Background: an optimization exercise with open tools, aiming at small area. Do not read the settings as production practice.
Function was checked by simulation only, so behaviour that the tests miss may differ from the original.
No run shown here takes its clock network from TritonCTS; it comes from the design's own scripts or RTL.
The clock port is modelled as an ideal driver, which makes a skipped or thinned clock tree look cheaper than it is; a real chip needs a root buffer or a tree.
Power figures rest on the tool's default switching activity, not on a simulated workload.

==> flow/design.v <==
`timescale 1ns / 1ps
module UART_FIFO_Top #(
    parameter DATA_WIDTH = 8,
    parameter FIFO_DEPTH = 16,
    parameter ADDR_WIDTH = 4
)(
    input clk,
    input rst,
    input en,
    input push_in,
    input pop_in,
    input [DATA_WIDTH-1:0] din,
    input [3:0] threshold,
    output [DATA_WIDTH-1:0] dout,
    output empty,
    output full,
    output overrun,
    output underrun,
    output thr_trigger
);
reg [DATA_WIDTH-1:0] mem [0:FIFO_DEPTH-1];    
reg [ADDR_WIDTH-1:0] cnt;                     
reg empty_t, full_t, overrun_t, underrun_t, thr_t;
wire push_in_n, pop_in_n, push, pop;
fifo_inv  u_pshn (.a(push_in), .y(push_in_n));
fifo_inv  u_popn (.a(pop_in),  .y(pop_in_n));
fifo_nor2 u_push (.a(push_in_n), .b(full_t),  .y(push));
fifo_nor2 u_pop  (.a(pop_in_n),  .b(empty_t), .y(pop));
always @(posedge clk) begin
    if (push) begin
        mem[0] <= din;
        for (int i = 1; i < FIFO_DEPTH; i++)
            mem[i] <= mem[i-1];
    end
end
wire [ADDR_WIDTH-1:0] cnt_n;
wire [FIFO_DEPTH-1:0] hit;
genvar g;
generate
    for (g = 0; g < ADDR_WIDTH; g = g + 1) begin : g_cnt_n
        fifo_inv u (.a(cnt[g]), .y(cnt_n[g]));
    end
endgenerate
fifo_dec4 u_dec (.a(cnt), .a_n(cnt_n), .y(hit));
wire [FIFO_DEPTH-1:0] sel = {hit[0], hit[FIFO_DEPTH-1:1]};
generate
    for (g = 0; g < DATA_WIDTH; g = g + 1) begin : g_rd
        wire [FIFO_DEPTH-1:0] col;
        for (genvar k = 0; k < FIFO_DEPTH; k = k + 1) begin : g_col
            assign col[k] = mem[k][g];
        end
        fifo_mux16 u_mux (.s(sel), .d(col), .y(dout[g]));
    end
endgenerate
wire mv;
fifo_xor2 u_mv (.a(push), .b(pop), .y(mv));
wire e0, e1_n, e2, t1_n, t2, t3_n;
wire [ADDR_WIDTH-1:0] cnt_d;
fifo_xnor2 u_e0  (.a(cnt[0]), .b(push), .y(e0));
fifo_xor2  u_e1  (.a(cnt[1]), .b(push), .y(e1_n));
fifo_xnor2 u_e2  (.a(cnt[2]), .b(push), .y(e2));
fifo_nand2 u_t1  (.a(mv), .b(e0), .y(t1_n));
fifo_nor2  u_t2  (.a(t1_n), .b(e1_n), .y(t2));
fifo_nand2 u_t3  (.a(t2), .b(e2), .y(t3_n));
fifo_xor2  u_d0  (.a(cnt[0]), .b(mv),   .y(cnt_d[0]));
fifo_xnor2 u_d1  (.a(cnt[1]), .b(t1_n), .y(cnt_d[1]));
fifo_xor2  u_d2  (.a(cnt[2]), .b(t2),   .y(cnt_d[2]));
fifo_xnor2 u_d3  (.a(cnt[3]), .b(t3_n), .y(cnt_d[3]));
wire [ADDR_WIDTH:1] lt;
wire n16_n, thr_ge, thr_d;
fifo_and2 u_lt1 (.a(cnt_n[0]), .b(threshold[0]), .y(lt[1]));
generate
    for (g = 1; g < ADDR_WIDTH; g = g + 1) begin : g_lt
        fifo_maj3 u (.a(cnt_n[g]), .b(threshold[g]), .c(lt[g]), .y(lt[g+1]));
    end
endgenerate
fifo_nand2 u_n16 (.a(hit[0]), .b(full_t), .y(n16_n));
fifo_nand2 u_ge  (.a(lt[ADDR_WIDTH]), .b(n16_n), .y(thr_ge));
fifo_mux2  u_thr (.a0(thr_t), .a1(thr_ge), .s(mv), .y(thr_d));
wire fe, fs, full_d, ee, es, empty_d, ovr_d, und_d;
fifo_orn  u_fe  (.a(hit[FIFO_DEPTH-1]), .b(en), .y(fe));
fifo_and2 u_fs  (.a(push), .b(fe), .y(fs));
fifo_mux2 u_fd  (.a0(full_t), .a1(fs), .s(mv), .y(full_d));
fifo_orn  u_ee  (.a(hit[1]), .b(en), .y(ee));
fifo_and2 u_es  (.a(pop), .b(ee), .y(es));
fifo_mux2 u_ed  (.a0(empty_t), .a1(es), .s(mv), .y(empty_d));
fifo_and2 u_ovr (.a(push_in), .b(full_t),  .y(ovr_d));
fifo_and2 u_und (.a(pop_in),  .b(empty_t), .y(und_d));
always @(posedge clk, posedge rst) begin
    if (rst) begin
        cnt <= {ADDR_WIDTH{1'b0}};
        empty_t <= 1'b1;
        full_t <= 1'b0;
        overrun_t <= 1'b0;
        underrun_t <= 1'b0;
        thr_t <= 1'b0;
    end else begin
        cnt <= cnt_d;
        full_t <= full_d;
        empty_t <= empty_d;
        overrun_t <= ovr_d;
        underrun_t <= und_d;
        thr_t <= thr_d;
    end
end
assign empty = empty_t;
assign full = full_t;
assign overrun = overrun_t;
assign underrun = underrun_t;
assign thr_trigger = thr_t;
endmodule
module fifo_mux16 (
    input  [15:0] s,
    input  [15:0] d,
    output y
);
wire [5:0] t;
fifo_aoi222 u0 (.a0(s[0]),  .b0(d[0]),  .a1(s[1]),  .b1(d[1]),  .a2(s[2]),  .b2(d[2]),  .y(t[0]));
fifo_aoi222 u1 (.a0(s[3]),  .b0(d[3]),  .a1(s[4]),  .b1(d[4]),  .a2(s[5]),  .b2(d[5]),  .y(t[1]));
fifo_aoi222 u2 (.a0(s[6]),  .b0(d[6]),  .a1(s[7]),  .b1(d[7]),  .a2(s[8]),  .b2(d[8]),  .y(t[2]));
fifo_aoi222 u3 (.a0(s[9]),  .b0(d[9]),  .a1(s[10]), .b1(d[10]), .a2(s[11]), .b2(d[11]), .y(t[3]));
fifo_aoi222 u4 (.a0(s[12]), .b0(d[12]), .a1(s[13]), .b1(d[13]), .a2(s[14]), .b2(d[14]), .y(t[4]));
assign t[5] = ~(s[15] & d[15]);
assign y = ~&t;
endmodule
module fifo_dec4 (
    input  [3:0] a,
    input  [3:0] a_n,
    output [15:0] y
);
wire [3:0] lo_n, hi_n;
fifo_nand2 l0 (.a(a_n[1]), .b(a_n[0]), .y(lo_n[0]));
fifo_nand2 l1 (.a(a_n[1]), .b(a[0]),   .y(lo_n[1]));
fifo_nand2 l2 (.a(a[1]),   .b(a_n[0]), .y(lo_n[2]));
fifo_nand2 l3 (.a(a[1]),   .b(a[0]),   .y(lo_n[3]));
fifo_nand2 h0 (.a(a_n[3]), .b(a_n[2]), .y(hi_n[0]));
fifo_nand2 h1 (.a(a_n[3]), .b(a[2]),   .y(hi_n[1]));
fifo_nand2 h2 (.a(a[3]),   .b(a_n[2]), .y(hi_n[2]));
fifo_nand2 h3 (.a(a[3]),   .b(a[2]),   .y(hi_n[3]));
genvar i;
generate
    for (i = 0; i < 16; i = i + 1) begin : g_y
        fifo_nor2 u (.a(hi_n[i / 4]), .b(lo_n[i % 4]), .y(y[i]));
    end
endgenerate
endmodule
module fifo_aoi222 (
    input a0, b0, a1, b1, a2, b2,
    output y
);
assign y = ~((a0 & b0) | (a1 & b1) | (a2 & b2));
endmodule
module fifo_inv (input a, output y);
assign y = ~a;
endmodule
module fifo_nand2 (input a, input b, output y);
assign y = ~(a & b);
endmodule
module fifo_nor2 (input a, input b, output y);
assign y = ~(a | b);
endmodule
module fifo_and2 (input a, input b, output y);
assign y = a & b;
endmodule
module fifo_orn (input a, input b, output y);
assign y = a | ~b;
endmodule
module fifo_xor2 (input a, input b, output y);
assign y = a ^ b;
endmodule
module fifo_xnor2 (input a, input b, output y);
assign y = ~(a ^ b);
endmodule
module fifo_maj3 (input a, input b, input c, output y);
assign y = (a & b) | (a & c) | (b & c);
endmodule
module fifo_mux2 (input a0, input a1, input s, output y);
assign y = s ? a1 : a0;
endmodule
==> flow/flow/run.sh <==
#!/bin/bash
# The standard ORFS layout (the standard.sh), with four changes:
#  - the smallest buffer (buf_1) on each input and output port instead of
#    buffer_ports' default choice;
#  - after the floorplan, flow/downsize.tcl sets every combinational cell to
#    the smallest drive strength of its kind (placement's repair_design then
#    fixes any slew or capacitance this breaks);
#  - the clock tree is built by flow/cts_hook.tcl instead of TritonCTS: the
#    clock port feeds two clkinv_4 roots, each feeding eight clkinv_2 leaves
#    over k-means clusters of the flip-flops (two inversions to every
#    flip-flop); the rest of ORFS's CTS step runs unchanged;
#  - in global route, flow/grt_downsize.tcl takes the place of the power
#    recovery step: it sets each combinational cell to its smallest drive
#    strength that keeps slews and slack within bounds.
set -euo pipefail
export CTS_NLEAF=15
export CTS_LEAF_BUF=sky130_fd_sc_hd__clkinv_2
export CTS_ROOT_BUF=sky130_fd_sc_hd__clkinv_4
export CTS_NROOT=2
export CTS_CAP_SLACK=0
bash standard.sh \
  "BUFFER_PORTS_ARGS=-buffer_cell sky130_fd_sc_hd__buf_1" \
  "POST_FLOORPLAN_TCL=$(pwd)/flow/downsize.tcl" \
  "PRE_CTS_TCL=$(pwd)/flow/cts_hook.tcl" \
  "PRE_GLOBAL_ROUTE_TCL=$(pwd)/flow/grt_downsize.tcl" \
  finish > standard.log 2>&1
==> flow/flow/cts_hook.tcl <==
# Clock tree built here in place of TritonCTS. The flip-flops are split into
# CTS_NLEAF clusters of about equal size by k-means on their placed
# positions, each driven by one leaf cell (CTS_LEAF_BUF) at its centre. The
# leaves are split by x into CTS_NROOT groups, each driven by one root cell
# (CTS_ROOT_BUF) at the centre of its leaves; the root cells are the only
# cells the clock port feeds. With inverters for both, every flip-flop sees
# the clock through exactly two inversions. ORFS's cts.tcl then legalizes
# and repairs timing as usual.
rename clock_tree_synthesis my_orig_clock_tree_synthesis
proc clock_tree_synthesis {args} {
  set nleaf [expr {[info exists ::env(CTS_NLEAF)] ? $::env(CTS_NLEAF) : 12}]
  set leaf_master_name [expr {[info exists ::env(CTS_LEAF_BUF)] ? $::env(CTS_LEAF_BUF) : "sky130_fd_sc_hd__clkbuf_4"}]
  set root_master_name [expr {[info exists ::env(CTS_ROOT_BUF)] ? $::env(CTS_ROOT_BUF) : "sky130_fd_sc_hd__clkbuf_8"}]
  set db [ord::get_db]
  set block [ord::get_db_block]
  set leaf_master [$db findMaster $leaf_master_name]
  set root_master [$db findMaster $root_master_name]
  set clk_net [$block findNet clk]
  # sinks: every instance pin on the clock net
  set sinks {}
  foreach it [$clk_net getITerms] {
    set inst [$it getInst]
    set bb [$inst getBBox]
    set x [expr {([$bb xMin] + [$bb xMax]) / 2.0}]
    set y [expr {([$bb yMin] + [$bb yMax]) / 2.0}]
    lappend sinks [list $it $x $y]
  }
  set n [llength $sinks]
  puts "custom CTS: $n sinks, $nleaf leaves"
  # k-means with a size cap: seed centres along a sorted order, then iterate
  set sorted [lsort -real -index 1 $sinks]
  set cx {}; set cy {}
  for {set k 0} {$k < $nleaf} {incr k} {
    set s [lindex $sorted [expr {int(($k + 0.5) * $n / $nleaf)}]]
    lappend cx [lindex $s 1]; lappend cy [lindex $s 2]
  }
  set capx [expr {[info exists ::env(CTS_CAP_SLACK)] ? $::env(CTS_CAP_SLACK) : 0}]
  set cap [expr {int(ceil(double($n) / $nleaf)) + $capx}]
  for {set iter 0} {$iter < 30} {incr iter} {
    # capacitated assignment: greedily by distance over all sink-centre pairs
    set pairs {}
    for {set i 0} {$i < $n} {incr i} {
      set s [lindex $sinks $i]
      for {set k 0} {$k < $nleaf} {incr k} {
        set d [expr {abs([lindex $s 1] - [lindex $cx $k]) + abs([lindex $s 2] - [lindex $cy $k])}]
        lappend pairs [list $d $i $k]
      }
    }
    set pairs [lsort -real -index 0 $pairs]
    set assign [lrepeat $n -1]
    set count [lrepeat $nleaf 0]
    set left $n
    foreach p $pairs {
      lassign $p d i k
      if {[lindex $assign $i] >= 0} continue
      if {[lindex $count $k] >= $cap} continue
      lset assign $i $k
      lset count $k [expr {[lindex $count $k] + 1}]
      incr left -1
      if {$left == 0} break
    }
    set sx [lrepeat $nleaf 0.0]; set sy [lrepeat $nleaf 0.0]
    for {set i 0} {$i < $n} {incr i} {
      set k [lindex $assign $i]
      set s [lindex $sinks $i]
      lset sx $k [expr {[lindex $sx $k] + [lindex $s 1]}]
      lset sy $k [expr {[lindex $sy $k] + [lindex $s 2]}]
    }
    for {set k 0} {$k < $nleaf} {incr k} {
      set c [lindex $count $k]
      if {$c > 0} {
        lset cx $k [expr {[lindex $sx $k] / $c}]
        lset cy $k [expr {[lindex $sy $k] / $c}]
      }
    }
  }
  # compact the clusters: swap pairs of sinks between clusters while that
  # shortens their total distance to the cluster centres, then re-centre
  for {set pass 0} {$pass < 20} {incr pass} {
    set swaps 0
    for {set i 0} {$i < $n} {incr i} {
      set si [lindex $sinks $i]
      for {set j [expr {$i + 1}]} {$j < $n} {incr j} {
        set ki [lindex $assign $i]
        set kj [lindex $assign $j]
        if {$ki == $kj} continue
        set sj [lindex $sinks $j]
        set xi [lindex $si 1]; set yi [lindex $si 2]
        set xj [lindex $sj 1]; set yj [lindex $sj 2]
        set cxi [lindex $cx $ki]; set cyi [lindex $cy $ki]
        set cxj [lindex $cx $kj]; set cyj [lindex $cy $kj]
        set before [expr {abs($xi - $cxi) + abs($yi - $cyi) + abs($xj - $cxj) + abs($yj - $cyj)}]
        set after [expr {abs($xi - $cxj) + abs($yi - $cyj) + abs($xj - $cxi) + abs($yj - $cyi)}]
        if {$after < $before - 1} {
          lset assign $i $kj
          lset assign $j $ki
          incr swaps
        }
      }
    }
    set sx [lrepeat $nleaf 0.0]; set sy [lrepeat $nleaf 0.0]
    for {set i 0} {$i < $n} {incr i} {
      set k [lindex $assign $i]
      set s [lindex $sinks $i]
      lset sx $k [expr {[lindex $sx $k] + [lindex $s 1]}]
      lset sy $k [expr {[lindex $sy $k] + [lindex $s 2]}]
    }
    for {set k 0} {$k < $nleaf} {incr k} {
      set c [lindex $count $k]
      if {$c > 0} {
        lset cx $k [expr {[lindex $sx $k] / $c}]
        lset cy $k [expr {[lindex $sy $k] / $c}]
      }
    }
    if {$swaps == 0} break
  }
  # report each cluster's half-perimeter
  set hp {}
  for {set k 0} {$k < $nleaf} {incr k} {
    set x0 1e12; set x1 -1e12; set y0 1e12; set y1 -1e12
    for {set i 0} {$i < $n} {incr i} {
      if {[lindex $assign $i] != $k} continue
      set s [lindex $sinks $i]
      set x0 [expr {min($x0, [lindex $s 1])}]; set x1 [expr {max($x1, [lindex $s 1])}]
      set y0 [expr {min($y0, [lindex $s 2])}]; set y1 [expr {max($y1, [lindex $s 2])}]
    }
    lappend hp [expr {int(($x1 - $x0 + $y1 - $y0) / 1000)}]
  }
  puts "custom CTS: cluster half-perimeters (um) $hp"
  puts "custom CTS: cluster sizes $count"
  proc my_pin {inst dir} {
    foreach it [$inst getITerms] {
      if {$dir eq "INPUT" && [$it isInputSignal]} { return $it }
      if {$dir eq "OUTPUT" && [$it isOutputSignal]} { return $it }
    }
    error "no $dir pin on [$inst getName]"
  }
  # leaves, split into nroot groups of about equal size by x; each group has
  # its own root buffer at the centre of its leaves, fed by the clock port
  set nroot [expr {[info exists ::env(CTS_NROOT)] ? $::env(CTS_NROOT) : 1}]
  set order {}
  for {set k 0} {$k < $nleaf} {incr k} { lappend order [list $k [lindex $cx $k]] }
  set order [lsort -real -index 1 $order]
  set leaf_nets {}
  for {set k 0} {$k < $nleaf} {incr k} { lappend leaf_nets {} }
  set roots {}
  for {set r 0} {$r < $nroot} {incr r} {
    set lo [expr {$r * $nleaf / $nroot}]
    set hi [expr {($r + 1) * $nleaf / $nroot}]
    set rx 0.0; set ry 0.0
    for {set j $lo} {$j < $hi} {incr j} {
      set k [lindex [lindex $order $j] 0]
      set rx [expr {$rx + [lindex $cx $k]}]; set ry [expr {$ry + [lindex $cy $k]}]
    }
    set rx [expr {int($rx / ($hi - $lo))}]; set ry [expr {int($ry / ($hi - $lo))}]
    set root [odb::dbInst_create $block $root_master clkbuf_root_$r]
    $root setLocation $rx $ry
    $root setPlacementStatus PLACED
    set root_net [odb::dbNet_create $block clknet_root_$r]
    $root_net setSigType CLOCK
    [my_pin $root OUTPUT] connect $root_net
    lappend roots $root
    for {set j $lo} {$j < $hi} {incr j} {
      set k [lindex [lindex $order $j] 0]
      set b [odb::dbInst_create $block $leaf_master clkbuf_leaf_$k]
      $b setLocation [expr {int([lindex $cx $k])}] [expr {int([lindex $cy $k])}]
      $b setPlacementStatus PLACED
      set ln [odb::dbNet_create $block clknet_leaf_$k]
      $ln setSigType CLOCK
      [my_pin $b INPUT] connect $root_net
      [my_pin $b OUTPUT] connect $ln
      lset leaf_nets $k $ln
    }
  }
  for {set i 0} {$i < $n} {incr i} {
    set it [lindex [lindex $sinks $i] 0]
    $it disconnect
    $it connect [lindex $leaf_nets [lindex $assign $i]]
  }
  foreach root $roots { [my_pin $root INPUT] connect $clk_net }
  $clk_net setSigType CLOCK
  puts "custom CTS: done"
}
==> flow/flow/downsize.tcl <==
# Each combinational cell that synthesis gave more than the smallest drive
# strength is set back to the smallest one of its kind; placement's
# repair_design then sizes up or buffers whatever that leaves too weak.
set my_lib [lindex [get_libs *] 0]
set my_n 0
foreach inst [get_cells *] {
  set ref [get_property $inst ref_name]
  if {![regexp {^(sky130_fd_sc_hd__([a-z0-9]+))_([0-9]+)$} $ref -> base kind drive]} continue
  if {[regexp {^(df|edf|sdf|sedf|dl|tap|fill|decap|conb)} $kind]} continue
  set best $ref
  set best_area [get_property [get_lib_cells */$ref] area]
  foreach lc [get_lib_cells */${base}_*] {
    set name [get_property $lc name]
    if {![regexp "^${base}_\[0-9\]+\$" $name]} continue
    if {[get_property $lc dont_use]} continue
    set a [get_property $lc area]
    if {$a < $best_area} { set best $name; set best_area $a }
  }
  if {$best ne $ref} {
    replace_cell $inst [get_lib_cells */$best]
    incr my_n
  }
}
puts "downsize: $my_n cells set to their smallest drive strength"
==> flow/flow/grt_downsize.tcl <==
# Sourced before ORFS's global route step. It replaces recover_power_helper,
# which global_route.tcl calls after its repair_design and repair_timing
# (between global_route -start_incremental and -end_incremental), with a
# greedy downsizer: each combinational cell is set to the smallest drive
# strength of its kind that keeps its output slew under 1.0 ns (the
# library's limit is 1.5 ns), no max-slew or max-capacitance violation, the
# setup slack at least 0.5 ns and the hold slack at least 0.05 ns, all on
# global-route parasitics.
proc recover_power_helper { } {
  set n 0
  foreach inst [get_cells *] {
    set ref [get_property $inst ref_name]
    if {![regexp {^(sky130_fd_sc_hd__([a-z0-9]+))_([0-9]+)$} $ref -> base kind drive]} continue
    if {[regexp {^(df|edf|sdf|sedf|dl|tap|fill|decap|conb|clk)} $kind]} continue
    set cur_area [get_property [get_lib_cells */$ref] area]
    set cands {}
    foreach lc [get_lib_cells */${base}_*] {
      set name [get_property $lc name]
      if {![regexp "^${base}_\[0-9\]+\$" $name]} continue
      if {[get_property $lc dont_use]} continue
      set a [get_property $lc area]
      if {$a < $cur_area} { lappend cands [list $name $a] }
    }
    if {![llength $cands]} continue
    set cands [lsort -real -index 1 $cands]
    set out [get_pins -of_objects $inst -filter "direction==output"]
    set done 0
    foreach c $cands {
      set name [lindex $c 0]
      replace_cell $inst [get_lib_cells */$name]
      set ok 1
      foreach p $out {
        foreach e {rise fall} {
          set s [get_property $p slew_max_$e]
          if {$s > 1.2} { set ok 0 }
        }
      }
      if {$ok} {
        if {[sta::max_slew_violation_count] > 0 || [sta::max_capacitance_violation_count] > 0} { set ok 0 }
      }
      if {$ok} {
        if {[worst_slack -max] < 0.5 || [worst_slack -min] < 0.05} { set ok 0 }
      }
      if {$ok} { set done 1; break }
    }
    if {$done} {
      incr n
      puts "grt_downsize: [get_full_name $inst] $ref -> [get_property $inst ref_name]"
    } else {
      replace_cell $inst [get_lib_cells */$ref]
    }
  }
  puts "grt_downsize: $n cells downsized"
}
==> flow/standard.sh <==
#!/bin/bash
# synth_recipe.tcl (not shown) runs the flow's synth.tcl, then flattens the netlist and writes it again
# the make line also repeats each setting of config.mk as NAME=value (left out here)
make -C /OpenROAD-flow-scripts/flow DESIGN_CONFIG=/design/flow/config.mk WORK_HOME=/design/flow/orfs CLKGATE_MAP_FILE= SYNTH_SCRIPT=/design/flow/synth_recipe.tcl "${@:-finish}"
==> flow/config.mk <==
export PLATFORM = sky130hd
export DESIGN_NAME = UART_FIFO_Top
export DESIGN_NICKNAME = UART_FIFO_Top
export VERILOG_FILES = /design/flow/design.v
export SDC_FILE = /design/flow/constraint.sdc
export NUM_CORES = 4
export LEC_CHECK = 0
export CAP_MARGIN = 20
export CORE_MARGIN = 2
export CORE_UTILIZATION = 40
export SLEW_MARGIN = 20
export SYNTH_HIERARCHICAL = 1
==> flow/constraint.sdc <==
create_clock -name core_clock -period 5.0 [get_ports {clk}]
set_input_delay 1.0000 -clock core_clock [delete_from_list [all_inputs] [get_ports {clk}]]
set_output_delay 1.0000 -clock core_clock [all_outputs]
set_load 0.01 [all_outputs]
==> results of run 1 <==
placed cells by master, fill, tap and decap left out, drive strengths merged:
master and instances:
a222oi 40, and2 5, and3 8, buf 30, clkinv 17, dfrtp 8
dfstp 1, edfxtp 128, inv 7, maj3 3, mux2 3, nand2 20
nand2b 2, nand4 8, nor2 19, xnor2 4, xor2 4
sequential cells by signal, indices dropped and copies added, names as in the netlist:
signal / count
cnt: 4
empty_t: 1
full_t: 1
mem: 128
overrun_t: 1
thr_t: 1
underrun_t: 1
per-module statistics from Yosys, one instance, submodules excluded, a selection:
module,area (um2),copies in the design,flip-flops and latches
UART_FIFO_Top,4074,1,137
fifo_and2,6.256,5,0
fifo_aoi222,10.01,40,0
fifo_inv,3.754,6,0
fifo_maj3,11.26,3,0
fifo_mux16,16.27,8,0
fifo_mux2,15.01,3,0
fifo_nand2,3.754,12,0
fifo_nor2,3.754,19,0
fifo_orn,6.256,2,0
fifo_xnor2,8.758,4,0
fifo_xor2,8.758,4,0
cells by family after synthesis:
kind of cell / share of synthesized area, %
DFF: 82.46
and+or+nand+nor: 5.881
AOI/OAI and AO/OA: 8.111
xor gates and xnor gates: 1.419
buffers and inverters: 0.5324
muxes: 0.9125
adders and majority gates: 0.6844
worst paths after layout:
kind                             end  slack (ns)
min in group asynchronous     cnt[0]        0.69
max                          dout[6]        1.69
max in group asynchronous    empty_t        3.99
min reg2reg                mem[7][3]        0.43
min                        mem[7][3]        0.43
max reg2reg                   cnt[3]        2.79
per-layer routing:
layer  track usage [%]  vias to the layer above  wire length, um
met5                 0                        -                0
met4             2.651                        0              170
met3             1.898                       17              561
met2             20.31                       94             4013
met1             20.59                     1325             4132
li1                  -                     1202                -
cell type report:
class | instances | area, um2
Timing Repair Buffer | 30 | 123.9
Inverter | 24 | 118.9
Tap cell | 147 | 183.9
Sequential cell | 137 | 4070
Multi-Input combinational cell | 116 | 824.5
Fill cell | 1063 | 6690
power breakdown:
group	internal (mW)	leakage [nW]	switching, mW	total, mW
registers	1.63	1.34	0.151	1.78
clock network	0.0421	0.0669	0.343	0.386
logic	0.267	0.319	0.484	0.751
total	1.94	1.73	0.979	2.92
per-stage QoR:
stage,hold WS (ns),setup WS (ns)
floorplan,0.4252,0.8314
global placement,0.4273,1.901
detailed placement,0.4340,1.935
CTS,0.4340,1.945
global route,0.4522,1.496
finish,0.4296,1.694
worst max-delay path: cells and delay by family (launching register included):
| family | cells | cell delay [ns] |
|---|---|---|
| flops | 1 | 0.45 |
| simple gates | 4 | 1.03 |
| buf+inv | 2 | 0.28 |
| compound gates | 1 | 0.29 |
==> out/results.ini, run 1 <==
[worst_setup_path]
r2r_start=full_t
cp_max_fo=9
path_cells=inv_1 -> nand2_1 -> nor2_1 -> a222oi_1 -> and3_1 -> nand4_1 -> buf_1
crit_slowest_cell=nor2_1
crit_start=cnt[1]
required_ns=4.00
worst_setup_path_start_kind=flip-flop
end_kind=output port
crit_type=flip-flop to output port
cp.arrival_ns=2.31
r2r_cells=7
critPathMaxStageDelay_ns=0.60

[floorplanning]
start_util_pct=41.09
rows=40
io_pins=30
die_x_um=115.1
fp.dieArea_mm2=0.01324
core-area_mm2=0.01201
fp.dieH_um=115.1

[logic_synthesis]
syn-cell-area_mm2=0.004936
yosysSeqAreaShare_pct=82.46
yosys.area.top_type=edfxtp_1
synth_top_area_share_pct=77.87
syn_avg_cell_area_um2=18.98
ys_seq_elements=137
ys_top_cells_by_count=edfxtp_1, a222oi_1, nand2_1, nor2_1
synth_edf_count=128
synth_cell_types=15
synth_nets=277
yosys_warnings=8
ys_async_sr_fraction_pct=6.569
synth_area_leaders=edfxtp_1, a222oi_1, dfrtp_1
ys.flop_type=edfxtp_1
yosysMostFrequentCell=edfxtp_1
synthCells=260

[place]
io_buffers=29
placed_cells=437
gp_congestion=0.7588
dp_hpwl_um=5904
placed_area_mm2=0.005241

[global_route]
grt_max_degree=133
globalRouteOverflowTotal=0
grt_first_pass_wirelength_um=13960
grt_pass1_vias=2545
antenna_found_initial=0
grt_util_all_layers_pct=13.29

[power]
ir_drop_uv=161.2
finalPower_mw=2.920
power_density_mw_per_mm2=548.8
p_leak_nw=1.726

[clocking]
cts_setup_buffers=0
clkTransAtPathRegs_ns=0.11
clk_latency_ns=0.25
cts.hold.buffers_added=0
cts-resized-gates=0

[sta]
finalSetupViolCount=0
period_needed_ns=3.306
tightestPinTransition_ns=0.9647
relSlewSlack_pct=35.69
fin_crit_sh_pct=66.12
rsz0062_at_grt=no
hold_viol=0
clock.fmax_mhz=302.5
tns_ns=0
maxSlewViolCount=0
fin_worst_skew_ns=0.03410

[drt]
antenna_left=0
wirelength_um=8877
drt_iter0_drc=429
wl_per_cell_um=19.55
vias_per_cell=5.811
vias=2638
drt_first_pass_iters=5
drcViolationCount=0

[final_layout]
final_area_mm2=0.005321
layout-drive-gt1-share_pct=6.189
diodes=0
area_delta_synth_final_pct=7.807
finalNonFillerCells=454
fin_util_pct=44.30
fin_nets=326

[hold_path]
hold_class=flip-flop to flip-flop
hold_depth=0
min_from=mem[6][3]

[outcome]
status=timing/DRC/antenna clean

[run]
cap_violations=0

==> run 2, diff against run 1 <==
--- a/flow/flow/run.sh
+++ b/flow/flow/run.sh
@@ -19,3 +19,3 @@
 export CTS_NROOT=2
-export CTS_CAP_SLACK=0
+export CTS_CAP_SLACK=1
 bash standard.sh \
==> out/results.ini, run 2 <==
[worst_setup_path]
crit_start=cnt[1]
r2r_start=full_t
end_kind=output port
r2r_cells=7
crit_end=dout[6]
cp.arrival_ns=2.35
worst_setup_path_start_kind=flip-flop
required_ns=4.00
crit_type=flip-flop to output port
rrSetupSlack_ns=2.71
cp_max_fo=9
crit-reg2reg-capture=cnt[3]

[final_layout]
fin_util_pct=44.30
seq_area_mm2=0.004070
reg.largest.list=mem x128, cnt x4
nFillCells=1055
final_area_mm2=0.005321
layout-drive-gt1-share_pct=6.189
mostFrequentLayoutCell=edfxtp_1
multi_input_area_um2=824.5
area_delta_synth_final_pct=7.807
diodes=0
finalNonFillerCells=454
fin_nets=326
most-common-layout-cells=edfxtp_1, a222oi_1, buf_1
top_register=mem
largest_reg_flops=128

[drt]
drt_iter0_drc=341
antenna_left=0
vias_per_cell=5.806
drcViolationCount=0
drt_first_pass_iters=8
wirelength_um=8853
wl_per_cell_um=19.50
vias=2636

[sta]
tns_ns=0
fin_worst_skew_ns=0.05358
hold_viol=0
period_needed_ns=3.349
maxSlewViolCount=0
rsz0062_at_grt=no
holdWs_ns=0.4183
tightestPinTransition_ns=0.9648
clock.fmax_mhz=298.6
worst_slack_ns=1.651
finalSetupViolCount=0
relSlewSlack_pct=35.68
fin_crit_sh_pct=66.99

[power]
clkPwrFrac_pct=13.1
power_density_mw_per_mm2=547.7
ir_drop_uv=169.3
switching_share_pct=33.40
internal-power_mw=1.941
finalPower_mw=2.915
seqPwrFrac_pct=61.1
p_sw_mw=0.9736
p_comb_share_pct=25.7
p_leak_nw=1.726

[logic_synthesis]
ys_top_cells_by_count=edfxtp_1, a222oi_1, nand2_1, nor2_1
syn_avg_cell_area_um2=18.98
syn-cell-area_mm2=0.004936
synth_top_area_share_pct=77.87
ys_seq_elements=137
ys.flop_type=edfxtp_1
yosys.area.top_type=edfxtp_1
synth_cell_types=15
yosys_warnings=8
synth_area_leaders=edfxtp_1, a222oi_1, dfrtp_1
yosysMostFrequentCell=edfxtp_1
yosysSeqAreaShare_pct=82.46
synth_edf_count=128
ys_async_sr_fraction_pct=6.569
synthCells=260
synth_nets=277

[place]
pre_cts_ws_ns=1.935
gp_congestion=0.7588
placed_area_mm2=0.005241
dp_hpwl_um=5904
placed_cells=437
io_buffers=29

[global_route]
grt_util_all_layers_pct=13.22
grt_first_pass_wirelength_um=13860
grt_max_degree=133
antenna_found_initial=0
globalRouteOverflowTotal=0
grt_pass1_vias=2554

[floorplanning]
rows=40
core-area_mm2=0.01201
start_util_pct=41.09
fp.dieH_um=115.1
die_x_um=115.1
fp.dieArea_mm2=0.01324
io_pins=30

[hold_path]
hold_class=flip-flop to flip-flop

[clocking]
cts.hold.buffers_added=0
cts_setup_buffers=0
clkTransAtPathRegs_ns=0.12
clk_latency_ns=0.26
cts-resized-gates=0

[run]
cap_violations=0

[outcome]
status=timing/DRC/antenna clean

-- run 2: cell counts after synthesis --
No cell type changed its count.
-- run 2: worst min path at each step --
stage / startpoint / endpoint / slack [ns] / cells after the start
global route: mem[14][7] / mem[15][7] / 0.43 / 0
CTS: mem[1][2] / mem[2][2] / 0.43 / 0
detailed placement: mem[1][2] / mem[2][2] / 0.43 / 0
finish: mem[5][6] / mem[6][6] / 0.42 / 0
floorplan: mem[9][0] / mem[10][0] / 0.43 / 0
global placement: mem[12][6] / mem[13][6] / 0.43 / 0
-- run 2: final cells by class --
cell class	instances	share of cell area, %
Inverter	24	2.234
Timing Repair Buffer	30	2.328
Tap cell	147	3.456
Sequential cell	137	76.49
Multi-Input combinational cell	116	15.49
-- run 2: per-module statistics from Yosys (local to each module, per instance), excerpt --
module / times used / area, um2
fifo_nand2: 12 / 3.754
fifo_maj3: 3 / 11.26
fifo_xnor2: 4 / 8.758
fifo_aoi222: 40 / 10.01
fifo_mux2: 3 / 15.01
fifo_mux16: 8 / 16.27
fifo_and2: 5 / 6.256
fifo_inv: 6 / 3.754
fifo_xor2: 4 / 8.758
UART_FIFO_Top: 1 / 4074
fifo_nor2: 19 / 3.754
fifo_orn: 2 / 6.256
-- run 2: power groups by stage --
stage / clock [mW] / sequential, mW / combinational (mW)
2_1_floorplan: 0 / 1.77 / 0.521
3_3_place_gp: 0 / 1.79 / 0.759
3_5_place_dp: 0 / 1.81 / 0.763
4_1_cts: 0.269 / 1.81 / 0.765
5_1_grt: 0.450 / 1.82 / 0.820
6_report: 0.383 / 1.78 / 0.750
-- run 2: logic make-up after synthesis --
logic type / after synthesis / synth area share [%]
buf+inv: 7 / 0.5324
compound gates: 40 / 8.111
mux: 3 / 0.9125
simple gates: 62 / 5.881
fa+ha+maj: 3 / 0.6844
flops: 137 / 82.46
xor+xnor: 8 / 1.419
-- run 2: metal layers --
layer	vias up	wire [um]	GRT usage, %
li1	1200	-	-
met1	1325	3980	20.48
met2	94	4089	20.35
met3	17	592	1.687
met4	0	190	2.651
met5	-	0	0
-- run 2: critical path, stage by stage, from the launching register on --
cell,delay (ns)
dfrtp_1,0.46
inv_1,0.12
nand2_1,0.12
nor2_1,0.62
a222oi_1,0.29
and3_1,0.20
nand4_1,0.10
buf_1,0.16
==> run 3, diff against run 2 <==
--- a/flow/flow/run.sh
+++ b/flow/flow/run.sh
@@ -15,3 +15,3 @@
 set -euo pipefail
-export CTS_NLEAF=15
+export CTS_NLEAF=16
 export CTS_LEAF_BUF=sky130_fd_sc_hd__clkinv_2
--- a/flow/flow/cts_hook.tcl
+++ b/flow/flow/cts_hook.tcl
@@ -2,3 +2,4 @@
 # CTS_NLEAF clusters of about equal size by k-means on their placed
-# positions, each driven by one leaf cell (CTS_LEAF_BUF) at its centre. The
+# positions (then compacted by pairwise swaps), each driven by one leaf cell
+# (CTS_LEAF_BUF) at its centre. The
 # leaves are split by x into CTS_NROOT groups, each driven by one root cell
--- a/flow/flow/grt_downsize.tcl
+++ b/flow/flow/grt_downsize.tcl
@@ -4,3 +4,3 @@
 # greedy downsizer: each combinational cell is set to the smallest drive
-# strength of its kind that keeps its output slew under 1.0 ns (the
+# strength of its kind that keeps its output slew under 1.2 ns (the
 # library's limit is 1.5 ns), no max-slew or max-capacitance violation, the
==> out/results.ini, run 3 <==
[logic_synthesis]
synth_nets=277
ys_async_sr_fraction_pct=6.569
synth_top_area_share_pct=77.87
ys_top_cells_by_count=edfxtp_1, a222oi_1, nand2_1, nor2_1
ys.flop_type=edfxtp_1
synth_area_leaders=edfxtp_1, a222oi_1, dfrtp_1
synth_cell_types=15
synth_edf_count=128
syn_avg_cell_area_um2=18.98
yosysMostFrequentCell=edfxtp_1
ys_seq_elements=137
yosysSeqAreaShare_pct=82.46
synthCells=260
yosys.area.top_type=edfxtp_1
syn-cell-area_mm2=0.004936
yosys_warnings=8

[place]
gp_congestion=0.7588
io_buffers=29
dp_hpwl_um=5904
pre_cts_ws_ns=1.935

[floorplanning]
core-area_mm2=0.01201
io_pins=30
start_util_pct=41.09
rows=40
fp.dieArea_mm2=0.01324
die_x_um=115.1
fp.dieH_um=115.1

[clocking]
clkTransAtPathRegs_ns=0.11
clk_latency_ns=0.25
cts.hold.buffers_added=0
cts-resized-gates=0
cts_setup_buffers=0

[sta]
fin_crit_sh_pct=66.62
tns_ns=0
finalSetupViolCount=0
clock.fmax_mhz=300.2
hold_viol=0
worst_slack_ns=1.669
rsz0062_at_grt=no
maxSlewViolCount=0
period_needed_ns=3.331
tightestPinTransition_ns=0.9518
relSlewSlack_pct=36.55
fin_worst_skew_ns=0.03085

[final_layout]
mostFrequentLayoutCell=edfxtp_1
most-common-layout-cells=edfxtp_1, a222oi_1, buf_1
nFillCells=1051
multi_input_area_um2=824.5
fin_nets=327
reg.largest.list=mem x128, cnt x4
top_register=mem
diodes=0
layout-drive-gt1-share_pct=6.494
area_delta_synth_final_pct=7.909
seq_area_mm2=0.004070
largest_reg_flops=128

[worst_setup_path]
crit_family=simple AND/OR/NAND/NOR gates
crit_buf_inv=2
end_kind=output port
cp_max_fo=9
crit_type=flip-flop to output port
required_ns=4.00
worst_setup_path_start_kind=flip-flop
path_cells=inv_1 -> nand2_1 -> nor2_1 -> a222oi_1 -> and3_1 -> nand4_1 -> buf_1
cp.arrival_ns=2.33
critPathMaxStageDelay_ns=0.60
crit_slowest_cell=nor2_1

[drt]
antenna_left=0
wirelength_um=8956
drcViolationCount=0
vias_per_cell=5.842
vias=2658
wl_per_cell_um=19.68
drt_first_pass_iters=6
drt_iter0_drc=411

[global_route]
globalRouteOverflowTotal=0
antenna_found_initial=0
grt_first_pass_wirelength_um=14000
grt_max_degree=133
grt_pass1_vias=2584
grt_util_all_layers_pct=13.29

[run]
cap_violations=0

[power]
finalPower_mw=2.930
ir_drop_uv=141.7
power_density_mw_per_mm2=550.2
p_leak_nw=1.730

[hold_path]
hold_class=flip-flop to flip-flop

[outcome]
status=timing/DRC/antenna clean

==> run 3: cell counts after synthesis <==
Identical to the previous run, type by type.
==> run 3: logic make-up after synthesis <==
group,share of synthesized area [%]
simple gates,5.881
fa+ha+maj,0.6844
mux,0.9125
flops,82.46
compound gates,8.111
buf+inv,0.5324
xor+xnor,1.419
==> run 3: area by class of cell <==
type | instances | area share [%]
flip-flops and latches | 137 | 76.42
well taps | 147 | 3.453
repair buffers | 30 | 2.326
multi-input cells | 116 | 15.48
inverters | 25 | 2.326
==> run 3: routing by layer <==
metal  track usage [%]  vias to the layer above  share of wire (%)
met5                 0                        -                  0
met1             20.44                     1325                 46
met3             1.792                       19                7.3
met4             2.972                        0                2.0
li1                  -                     1198                  -
met2             20.39                      116                 45
==> run 3: where the power goes <==
group          leakage (nW)  internal (mW)  switching, mW  total [mW]
sequential             1.34           1.63          0.151        1.78
combinational         0.319          0.267          0.486       0.753
clock                0.0708         0.0438          0.351       0.394
total                  1.73           1.94          0.988        2.93
==> run 3: per-module statistics from Yosys (local to each module, per instance), a selection <==
module	flops+latches	cells	times used	area (um2)
fifo_xor2	0	1	4	8.758
fifo_nand2	0	1	12	3.754
UART_FIFO_Top	137	138	1	4074
fifo_orn	0	1	2	6.256
fifo_mux2	0	1	3	15.01
fifo_xnor2	0	1	4	8.758
fifo_mux16	0	3	8	16.27
fifo_nor2	0	1	19	3.754
fifo_aoi222	0	1	40	10.01
fifo_inv	0	1	6	3.754
fifo_maj3	0	1	3	11.26
==> run 3: worst paths after layout <==
kind                            start          to  slack (ns)  cells past startpoint
hold reg to reg            mem[14][0]  mem[15][0]        0.43                      0
setup / recovery               cnt[1]     dout[6]        1.67                      7
hold / removal             mem[14][0]  mem[15][0]        0.43                      0
max in group asynchronous         rst     empty_t        4.01                      2
min in group asynchronous         rst      cnt[2]        0.68                      2
setup reg to reg               full_t      cnt[3]        2.73                      7
==> run 3: through the flow <==
stage	instances	util (%)	area, um2	hold WS, ns
floorplan	260	-	4943	0.4252
global placement	437	43.64	5241	0.4273
detailed placement	437	43.64	5241	0.4340
CTS	455	44.45	5339	0.4340
global route	455	44.34	5326	0.4341
finish	455	44.34	5326	0.4312
==> run 3: worst register-to-register path: cells and delay by family, from the launching register on <==
kind	cells	cell delay, ns
flip-flops	1	0.42
XOR/XNOR	2	0.38
AND/OR/NAND/NOR	4	0.65
buffers and inverters	1	0.73
==> run 4, diff against run 3 <==
--- a/flow/design.v
+++ b/flow/design.v
@@ -86,4 +86,4 @@
 fifo_mux2 u_ed  (.a0(empty_t), .a1(es), .s(mv), .y(empty_d));
-fifo_and2 u_ovr (.a(push_in), .b(full_t),  .y(ovr_d));
-fifo_and2 u_und (.a(pop_in),  .b(empty_t), .y(und_d));
+fifo_nor2 u_ovr (.a(push_in_n), .b(push), .y(ovr_d));
+fifo_nor2 u_und (.a(pop_in_n),  .b(pop),  .y(und_d));
 always @(posedge clk, posedge rst) begin
==> out/results.ini, run 4 <==
[hold_path]
hold_class=flip-flop to flip-flop
hold_depth=0

[power]
ir_drop_uv=195.9
p_sw_mw=0.9799
seqPwrFrac_pct=61.0
internal-power_mw=1.941
p_leak_nw=1.727
clkPwrFrac_pct=13.4
switching_share_pct=33.54
power_density_mw_per_mm2=549.0
p_comb_share_pct=25.6

[outcome]
status=timing/DRC/antenna clean

[global_route]
grt_util_all_layers_pct=12.82
grt_max_degree=134
grt_pass1_vias=2517
grt_first_pass_wirelength_um=13470
globalRouteOverflowTotal=0
antenna_found_initial=0

[logic_synthesis]
syn_avg_cell_area_um2=18.97
yosys_warnings=8
synthCells=260
yosys.area.top_type=edfxtp_1
ys_async_sr_fraction_pct=6.569
synth_area_leaders=edfxtp_1, a222oi_1, dfrtp_1
ys_top_cells_by_count=edfxtp_1, a222oi_1, nor2_1, nand2_1
ys_seq_elements=137
ys.flop_type=edfxtp_1
synth_nets=277
yosysSeqAreaShare_pct=82.54
syn-cell-area_mm2=0.004931
synth_top_area_share_pct=77.95
yosysMostFrequentCell=edfxtp_1
synth_cell_types=15
synth_edf_count=128

[sta]
period_needed_ns=3.292
finalSetupViolCount=0
rsz0062_at_grt=no
fin_worst_skew_ns=0.02158
tightestPinTransition_ns=0.9634
tns_ns=0
hold_viol=0
clock.fmax_mhz=303.8
maxSlewViolCount=0
fin_crit_sh_pct=65.84
relSlewSlack_pct=35.78

[clocking]
cts-resized-gates=0
clkTransAtPathRegs_ns=0.11
cts_setup_buffers=0
clk_latency_ns=0.25
cts.hold.buffers_added=0

[final_layout]
fin_nets=327
reg.largest.list=mem x128, cnt x4
mostFrequentLayoutCell=edfxtp_1
largest_reg_flops=128
final_area_mm2=0.005321
area_delta_synth_final_pct=7.917
layout-drive-gt1-share_pct=6.494
most-common-layout-cells=edfxtp_1, a222oi_1, buf_1
nFillCells=1057
diodes=0
top_register=mem

[worst_setup_path]
end_kind=output port
required_ns=4.00
r2r_cells=7
crit_type=flip-flop to output port
cp.arrival_ns=2.29
cp_max_fo=8
worst_setup_path_start_kind=flip-flop

[drt]
antenna_left=0
drcViolationCount=0
drt_iter0_drc=403
vias=2605
vias_per_cell=5.725
wirelength_um=8694
wl_per_cell_um=19.11
drt_first_pass_iters=6

[place]
io_buffers=29
placed_area_mm2=0.005236
dp_hpwl_um=5692
gp_congestion=0.8077

[floorplanning]
core-area_mm2=0.01201
start_util_pct=41.05
io_pins=30
fp.dieH_um=115.0
fp.dieArea_mm2=0.01323
die_x_um=115.0
rows=40

[run]
cap_violations=0

## run 4: cell count changes after synthesis, sizes merged
cell | before | now
nor2 | 19 | 21
and2 | 5 | 3
## run 4: per-stage QoR
stage	utilization (%)	power [mW]	std cells	setup WS, ns	hold WS [ns]
4_1_cts	44.41	2.848	455	2.002	0.4341
3_5_place_dp	43.59	2.565	437	2.009	0.4341
3_3_place_gp	43.59	2.553	437	1.953	0.4280
5_1_grt	44.30	3.090	455	1.521	0.4602
6_report	44.30	2.921	455	1.708	0.4369
2_1_floorplan	-	2.288	260	0.8082	0.4252
## run 4: metal layers
layer,vias to the layer above,global-route usage (%),wire length [um]
met3,19,1.687,475
li1,1201,-,-
met2,86,19.61,3969
met1,1299,19.55,4012
met5,-,0,0
met4,0,3.454,235
## run 4: layout make-up
| class | instances | area (um2) | share of cell area [%] |
|---|---|---|---|
| timing repair buffer | 30 | 123.9 | 2.328 |
| sequential | 137 | 4070 | 76.49 |
| tap | 147 | 183.9 | 3.456 |
| multi-input combinational | 116 | 819.5 | 15.40 |
| inverter | 25 | 123.9 | 2.328 |
## run 4: cells by family after synthesis
group,share of synthesized area (%)
AND/OR/NAND/NOR,5.785
AO/OA/AOI/OAI,8.120
adder cells (fa/ha/maj),0.6851
XOR/XNOR,1.421
buffers and inverters,0.5330
multiplexers,0.9134
flip-flops,82.54
## run 4: critical path, stage by stage (launching register included)
cell	delay [ns]
dfrtp_1	0.44
inv_1	0.12
nand2_1	0.12
nor2_1	0.60
a222oi_1	0.26
and3_1	0.22
nand4_1	0.13
buf_1	0.17
## run 4: final timing paths
path | from | to | slack (ns)
min in group asynchronous | rst | overrun_t | 0.66
max in group asynchronous | rst | empty_t | 4.04
setup reg to reg | full_t | cnt[3] | 2.81
hold reg to reg | mem[10][6] | mem[11][6] | 0.44
hold / removal | mem[10][6] | mem[11][6] | 0.44
setup / recovery | cnt[1] | dout[2] | 1.71
## run 4: power groups by stage
stage	Clock [mW]	Sequential [mW]	Combinational, mW
CTS	0.275	1.81	0.762
finish	0.390	1.78	0.749
global placement	0	1.79	0.759
floorplan	0	1.77	0.521
detailed placement	0	1.81	0.758
global route	0.453	1.82	0.817
## run 4: Yosys stat by module (local to each module, per instance), a selection
| module | flip-flops and latches | times used | area (um2) | cells |
|---|---|---|---|---|
| fifo_aoi222 | 0 | 40 | 10.01 | 1 |
| fifo_and2 | 0 | 3 | 6.256 | 1 |
| fifo_maj3 | 0 | 3 | 11.26 | 1 |
| UART_FIFO_Top | 137 | 1 | 4074 | 138 |
| fifo_nand2 | 0 | 12 | 3.754 | 1 |
| fifo_nor2 | 0 | 21 | 3.754 | 1 |
| fifo_orn | 0 | 2 | 6.256 | 1 |

## static timing again, ports no longer ideal
In the flow no input, the clock included, has a driving cell. The finished layouts below were timed again as built, in two steps. Step 1: set_driving_cell puts a clkbuf_16 on clk and a buf_2 on each other input, an assumption about the parent block. Step 2 times the ports against the registers' clock, not the clock port: input delays grow and output delays shrink by t, the midpoint of the rising clock arrivals with the driver on. Slacks: no drivers / after step 1 / after step 2; pairs: no drivers / after step 1.
run | t (ns) | setup slack, ns | cell pins on the clock port's net
run 1 | 0.295 | 1.694 / 1.635 / 1.930 | 2
run 2 | 0.289 | 1.651 / 1.593 / 1.882 | 2
run 3 | 0.292 | 1.669 / 1.610 / 1.903 | 2
run 4 | 0.294 | 1.708 / 1.651 / 1.945 | 2
After both steps setup and hold are still met in every run listed.
